This is an optimization exercise on Yosys and OpenROAD, whose aim is small area, a short achievable clock period and few clock cycles, not a production implementation. Only simulation tests tie the RTL to the original design; equivalence was not proved. No driver is modelled on the clock port, so clock power and skew are understated where the tree is cut down; a real chip needs a root buffer or a tree. Power and IR drop assume default switching activity.

// wr_interconnect
module wr_interconnect #
(
    parameter DATA_WIDTH = 8,
    parameter ADDR_WIDTH = 16
)
(
	input         			clk,
	input         			rst_n,
	input  [ADDR_WIDTH-1:0] m0_awaddr,
	input         			m0_awvalid,
	output        			m0_awready,
	input  [DATA_WIDTH-1:0] m0_wdata,
	input         			m0_wvalid,
	output        			m0_wready,
	input  [ADDR_WIDTH-1:0] m1_awaddr,
	input         			m1_awvalid,
	output        			m1_awready,
	input  [DATA_WIDTH-1:0] m1_wdata,
	input         			m1_wvalid,
	output        			m1_wready,
	output [ADDR_WIDTH-1:0] mem_awaddr,
	output        			mem_awvalid,
	input         			mem_awready,
	output [DATA_WIDTH-1:0] mem_wdata,
	output        			mem_wvalid,
	input         			mem_wready
);
fifo #(.DATA_WIDTH(ADDR_WIDTH)) AWFIFO (.clk(clk), .rst_n(rst_n),
	.m0_data(m0_awaddr), .m0_valid(m0_awvalid), .m0_ready(m0_awready),
	.m1_data(m1_awaddr), .m1_valid(m1_awvalid), .m1_ready(m1_awready),
	.odata(mem_awaddr), .ovalid(mem_awvalid), .oready(mem_awready));
fifo #(.DATA_WIDTH(DATA_WIDTH)) WFIFO (.clk(clk), .rst_n(rst_n),
	.m0_data(m0_wdata), .m0_valid(m0_wvalid), .m0_ready(m0_wready),
	.m1_data(m1_wdata), .m1_valid(m1_wvalid), .m1_ready(m1_wready),
	.odata(mem_wdata), .ovalid(mem_wvalid), .oready(mem_wready));
endmodule
Size in the first run: ~410 cells after synthesis, about 230 flip-flops, about 86 I/O pins, ~6100 um^2 of cells after synthesis.
Settings: LEC_CHECK=0, CAP_MARGIN=20, CORE_MARGIN=2, CORE_UTILIZATION=25, CTS_BUF_LIST=sky130_fd_sc_hd__clkbuf_4 sky130_fd_sc_hd__clkbuf_8 sky130_fd_sc_hd__clkbuf_16, CTS_CLUSTER_DIAMETER=100, CTS_CLUSTER_SIZE=30, SETUP_SLACK_MARGIN=3.0, SLEW_MARGIN=20; clock period 5.0 ns.
standard.sh (not shown) runs the stock make flow with config.mk's settings and CLKGATE_MAP_FILE= SYNTH_SCRIPT=/design/flow/synth_recipe.tcl, a recipe that flattens the netlist after the stock synthesis.
==> flow/flow/run.sh <==
#!/bin/bash
set -euo pipefail
here=$(pwd)
bash standard.sh MATCH_CELL_FOOTPRINT=0 "BUFFER_PORTS_ARGS=-buffer_cell sky130_fd_sc_hd__buf_1" "CTS_ARGS=-sink_clustering_enable -repair_clock_nets -dont_use_dummy_load -sink_clustering_size 30 -sink_clustering_max_diameter 100 -buf_list sky130_fd_sc_hd__clkbuf_16" "POST_CTS_TCL=$here/flow/post_cts.tcl" finish > flow_standard.log 2>&1
==> flow/flow/post_cts.tcl <==
# Drop the H-tree's middle level: the root buffer then drives the leaf
# buffers directly, two buffers from the clock port to every register.
set mid {}
foreach inst [[ord::get_db_block] getInsts] {
  if {[regexp {^clkbuf_[1-9][0-9]*_[0-9]+__f_} [$inst getName]]} { lappend mid [$inst getName] }
}
puts "post_cts: removing [llength $mid] middle clock buffers: $mid"
if {[llength $mid]} {
  remove_buffers {*}$mid
  detailed_placement
  estimate_parasitics -placement
  report_clock_latency
}
Testbench counts at the start, summed over its fixed seeds: cycles 1,032.
Change:
Settings changed: CORE_UTILIZATION 25 to 40.
Synthesized area does not change.
Combinational power went down slightly.
Non-clock buffer count is unchanged.
Routed wire length goes down by a few percent.
Clock skew climbs by 0.018 ns.
Sequential share of layout area rises by 2.0 points.
First-iteration DRC count goes up by about a fifth.
Hold slack hardly moves.
Utilization goes up by 16 points.

========
Setup of job 4492:
Starting RTL as in the previous note.
==> flow/config.mk <==
export PLATFORM = sky130hd
export DESIGN_NAME = wr_interconnect
export DESIGN_NICKNAME = wr_interconnect
export VERILOG_FILES = /design/flow/design.v
export SDC_FILE = /design/flow/constraint.sdc
export NUM_CORES = 4
export LEC_CHECK = 0
export CAP_MARGIN = 20
export CORE_MARGIN = 2
export CORE_UTILIZATION = 60
export CTS_BUF_LIST = sky130_fd_sc_hd__clkbuf_4 sky130_fd_sc_hd__clkbuf_8 sky130_fd_sc_hd__clkbuf_16
export CTS_CLUSTER_DIAMETER = 100
export CTS_CLUSTER_SIZE = 30
export PLACE_DENSITY = 0.7
export SETUP_SLACK_MARGIN = 3.0
export SLEW_MARGIN = 20
==> flow/constraint.sdc <==
create_clock -name core_clock -period 5.0 [get_ports {clk}]
set_input_delay 1.0000 -clock core_clock [delete_from_list [all_inputs] [get_ports {clk}]]
set_output_delay 1.0000 -clock core_clock [all_outputs]
set_load 0.01 [all_outputs]
Scripts as last shown in full above: flow/flow/run.sh, flow/flow/post_cts.tcl
Testbench counts of job 4492, summed over its fixed seeds: cycles 1,032.
The inputs of job 8428 differ from those of job 4492 as listed below.
- putting ABC_AREA at 1 where nothing was set
- swapping 60 for 40 in CORE_UTILIZATION
- clearing PLACE_DENSITY, which used to be 0.7
Fmax in job 8428 is 4.1 MHz lower than in job 4492. When job 8428 is set beside job 4492, its growth of design area from synthesis to finish turns out to be 0.41 points smaller. met2 as the global routing's busiest layer was reported by job 8428, and met1 by job 4492. Job 8428 ends up with higher total cell area at the placement stage than job 4492 does. On switching share of power, the higher figure sits with job 8428, not job 4492. On job 8428: number of global-route vias before repair is about 11% higher than what job 4492 gave. Re routed wirelength normalized by instance count: job 8428 is 5.6% down on job 4492.
What job 3725 does differently from job 8428 at the input level:
- SETUP_SLACK_MARGIN: 3.0 -> 2.9
- ABC_AREA: 1 -> unset
Findings:
- Compared with job 8428, count of vias placed by the detailed router in job 3725 decreased by more than 10%.
- Job 8428 ended up with flop to output pin as its worst setup path category; job 3725 ended up with primary input to flop.
- Job 3725 against job 8428: combinational power share dropped 2.7 points, synthesized area decreased 250 um2.
- Taking job 8428 as the reference, in job 3725 final area saw a decrease, first-pass GRT wire length shows a reduction of 9.1%, number of core rows -about 2.2%.
- Job 3725: multi-input combinational area share 1.0 points below job 8428
- The final reports for job 3725 and job 8428 show non-clock buffer count higher in the former.
- Sequential fraction of the synthesis area: job 3725 and job 8428 compared, higher one is job 3725
- Fraction of the cycle the final worst path needs: job 3725 vs job 8428 up 1.7 points
- Summary: with job 8428 as the reference, via count normalized by instance count in job 3725 moved up slightly.
Here is what was changed in the inputs of job 7979 compared with job 3725.
- swapping 2.9 for 0 in SETUP_SLACK_MARGIN
--- outcome ---
inv_1 as the critical path's slowest cell was reported by job 7979, and a311o_1 by job 3725. Core utilization is lower on job 7979. In job 7979, the met2 track demand over resource in global routing came out 0.50 points below the value in job 3725. The run showing the smaller ratio of final minimum period to clock period is job 3725. Measured against each other, job 7979 and job 3725 differ in combinational power share, the higher figure coming from job 3725. Job 7979 vs. job 3725: post-route total power has decreased, count of non-filler cells in the finished layout went down, routed wire length now smaller. Job 7979 vs job 3725 — worst setup slack dropped 0.42 ns. Comparing job 7979 and job 3725, the lower global-route wire length before repair was measured on job 7979. From job 3725 to job 7979, worst hold path stage count did not move at all.

========
## oak
Another version of the RTL of wr_interconnect (not shown whole).
For scale: about 220 flip-flops, roughly 86 I/O pins, about 7900 um2 of cells after synthesis.
Design wr_interconnect, start of the top module:
module wr_interconnect #
(
    parameter DATA_WIDTH = 8,
    parameter ADDR_WIDTH = 16
)
(
	input         			clk,
	input         			rst_n,
	input  [ADDR_WIDTH-1:0] m0_awaddr,
	input         			m0_awvalid,
	output        			m0_awready,
	input  [DATA_WIDTH-1:0] m0_wdata,
	input         			m0_wvalid,
	output        			m0_wready,
	input  [ADDR_WIDTH-1:0] m1_awaddr,
	input         			m1_awvalid,
	output        			m1_awready,
	input  [DATA_WIDTH-1:0] m1_wdata,
	input         			m1_wvalid,
	output        			m1_wready,
	output [ADDR_WIDTH-1:0] mem_awaddr,
	output        			mem_awvalid,
	input         			mem_awready,
	output [DATA_WIDTH-1:0] mem_wdata,
	output        			mem_wvalid,
	input         			mem_wready
);
clock: 5.0 ns
lec_check: 0
cap_margin: 20
core_margin: 2
core_utilization: 40
setup_slack_margin: 3.4
slew_margin: 20
run.sh (not shown) runs the stock make flow with config.mk's settings and CLKGATE_MAP_FILE= SYNTH_SCRIPT=/design/flow/synth_recipe.tcl, a recipe that flattens the netlist after the stock synthesis.
Stock flow here: none of the scripts above is used.
Testbench counts of oak, summed over its fixed seeds: cycles 1,032.
Edits applied to the flow inputs when going from oak to pine:
-- flow/config.mk --
<<< oak, line 9
export CORE_MARGIN = 2
export CORE_UTILIZATION = 40
export SETUP_SLACK_MARGIN = 3.4
export SLEW_MARGIN = 20
>>> pine, line 9
export CORE_MARGIN = 2
export CORE_UTILIZATION = 40
export SLEW_MARGIN = 20
--- outcome ---
- The highest cell delay on the worst timing path reported for pine is greater than that of oak by 0.23 ns.
- Fraction of layout instances using a drive strength above 1 ends up lower on pine.
- The net count after synthesis was comparable across pine and oak.
- Re final-layout non-clock buffer area share: pine is 2.3 points down on oak.
- Worst setup slack for pine is lower than for oak.
Modified inputs, birch compared to pine
-- flow/config.mk --
<<< pine, line 9
export CORE_MARGIN = 2
export CORE_UTILIZATION = 40
export SLEW_MARGIN = 20
>>> birch, line 9
export CORE_MARGIN = 2
export CORE_UTILIZATION = 40
export CTS_BUF_LIST = sky130_fd_sc_hd__clkbuf_8
export CTS_CLUSTER_SIZE = 30
export SETUP_SLACK_MARGIN = 3.0
export SLEW_MARGIN = 20
### Flow results
When the final numbers for birch and pine were put side by side, the highest ir drop seen on vdd turned out to be smaller in pine.
Compared with pine, birch shows number of DRC markers in iteration 0 higher by about 7%.
Compared with pine, in birch met2 capacity usage during global routing held, filler-free cell count of the finished design higher, post-CTS setup-driven buffer insertion count climbed 13, worst-case setup margin in the final layout now larger.
pine has lower fmax than birch.
In the final reports, the cell area of birch is smaller than that of pine.
The first-pass GRT wire length of birch was inferior to that of pine.
[birch] via count rose 154 relative to pine

[port drivers added, routing unchanged]
Ports are ideal in the flow. The routed layouts listed here were re-timed in OpenROAD. Step 1, drivers: a clkbuf_16 drives clk and a buf_2 each remaining input, both assumed. Step 2 moves the port delays by t, midway between the first and last clock arrival at a register: inputs arrive t later, outputs are due t later. That takes back most of the time a late clock gives input paths. a / b / c = ideal ports / drivers / drivers and shift; a / b = the first two.
run	t (ns)	slack for setup (ns)	hold slack, ns	latest minus earliest clock arrival (ns)
the first run of note 1	0.416	3.033 / 3.023 / 2.630	0.327 / 0.327 / 0.327	0.008 / 0.008
the second run of note 1	0.410	3.042 / 3.005 / 2.659	0.330 / 0.330 / 0.330	0.026 / 0.026
job 4492	0.402	3.052 / 3.022 / 2.665	0.310 / 0.310 / 0.310	0.030 / 0.031
job 8428	0.410	3.036 / 2.997 / 2.753	0.316 / 0.316 / 0.316	0.026 / 0.027
job 3725	0.413	2.953 / 2.966 / 2.553	0.320 / 0.320 / 0.320	0.016 / 0.016
job 7979	0.404	2.534 / 2.546 / 2.142	0.317 / 0.317 / 0.317	0.027 / 0.027
oak	0.521	2.872 / 2.835 / 2.853	0.412 / 0.412 / 0.412	0.014 / 0.014
pine	0.541	2.292 / 2.292 / 1.868	0.415 / 0.415 / 0.415	0.012 / 0.012
birch	0.532	2.881 / 2.843 / 2.543	0.396 / 0.396 / 0.396	0.027 / 0.027
After both steps setup and hold are still met in every run listed. For pine, which loses most, drivers alone change the setup slack by 0.000 ns; drivers and shift together by -0.424 ns.
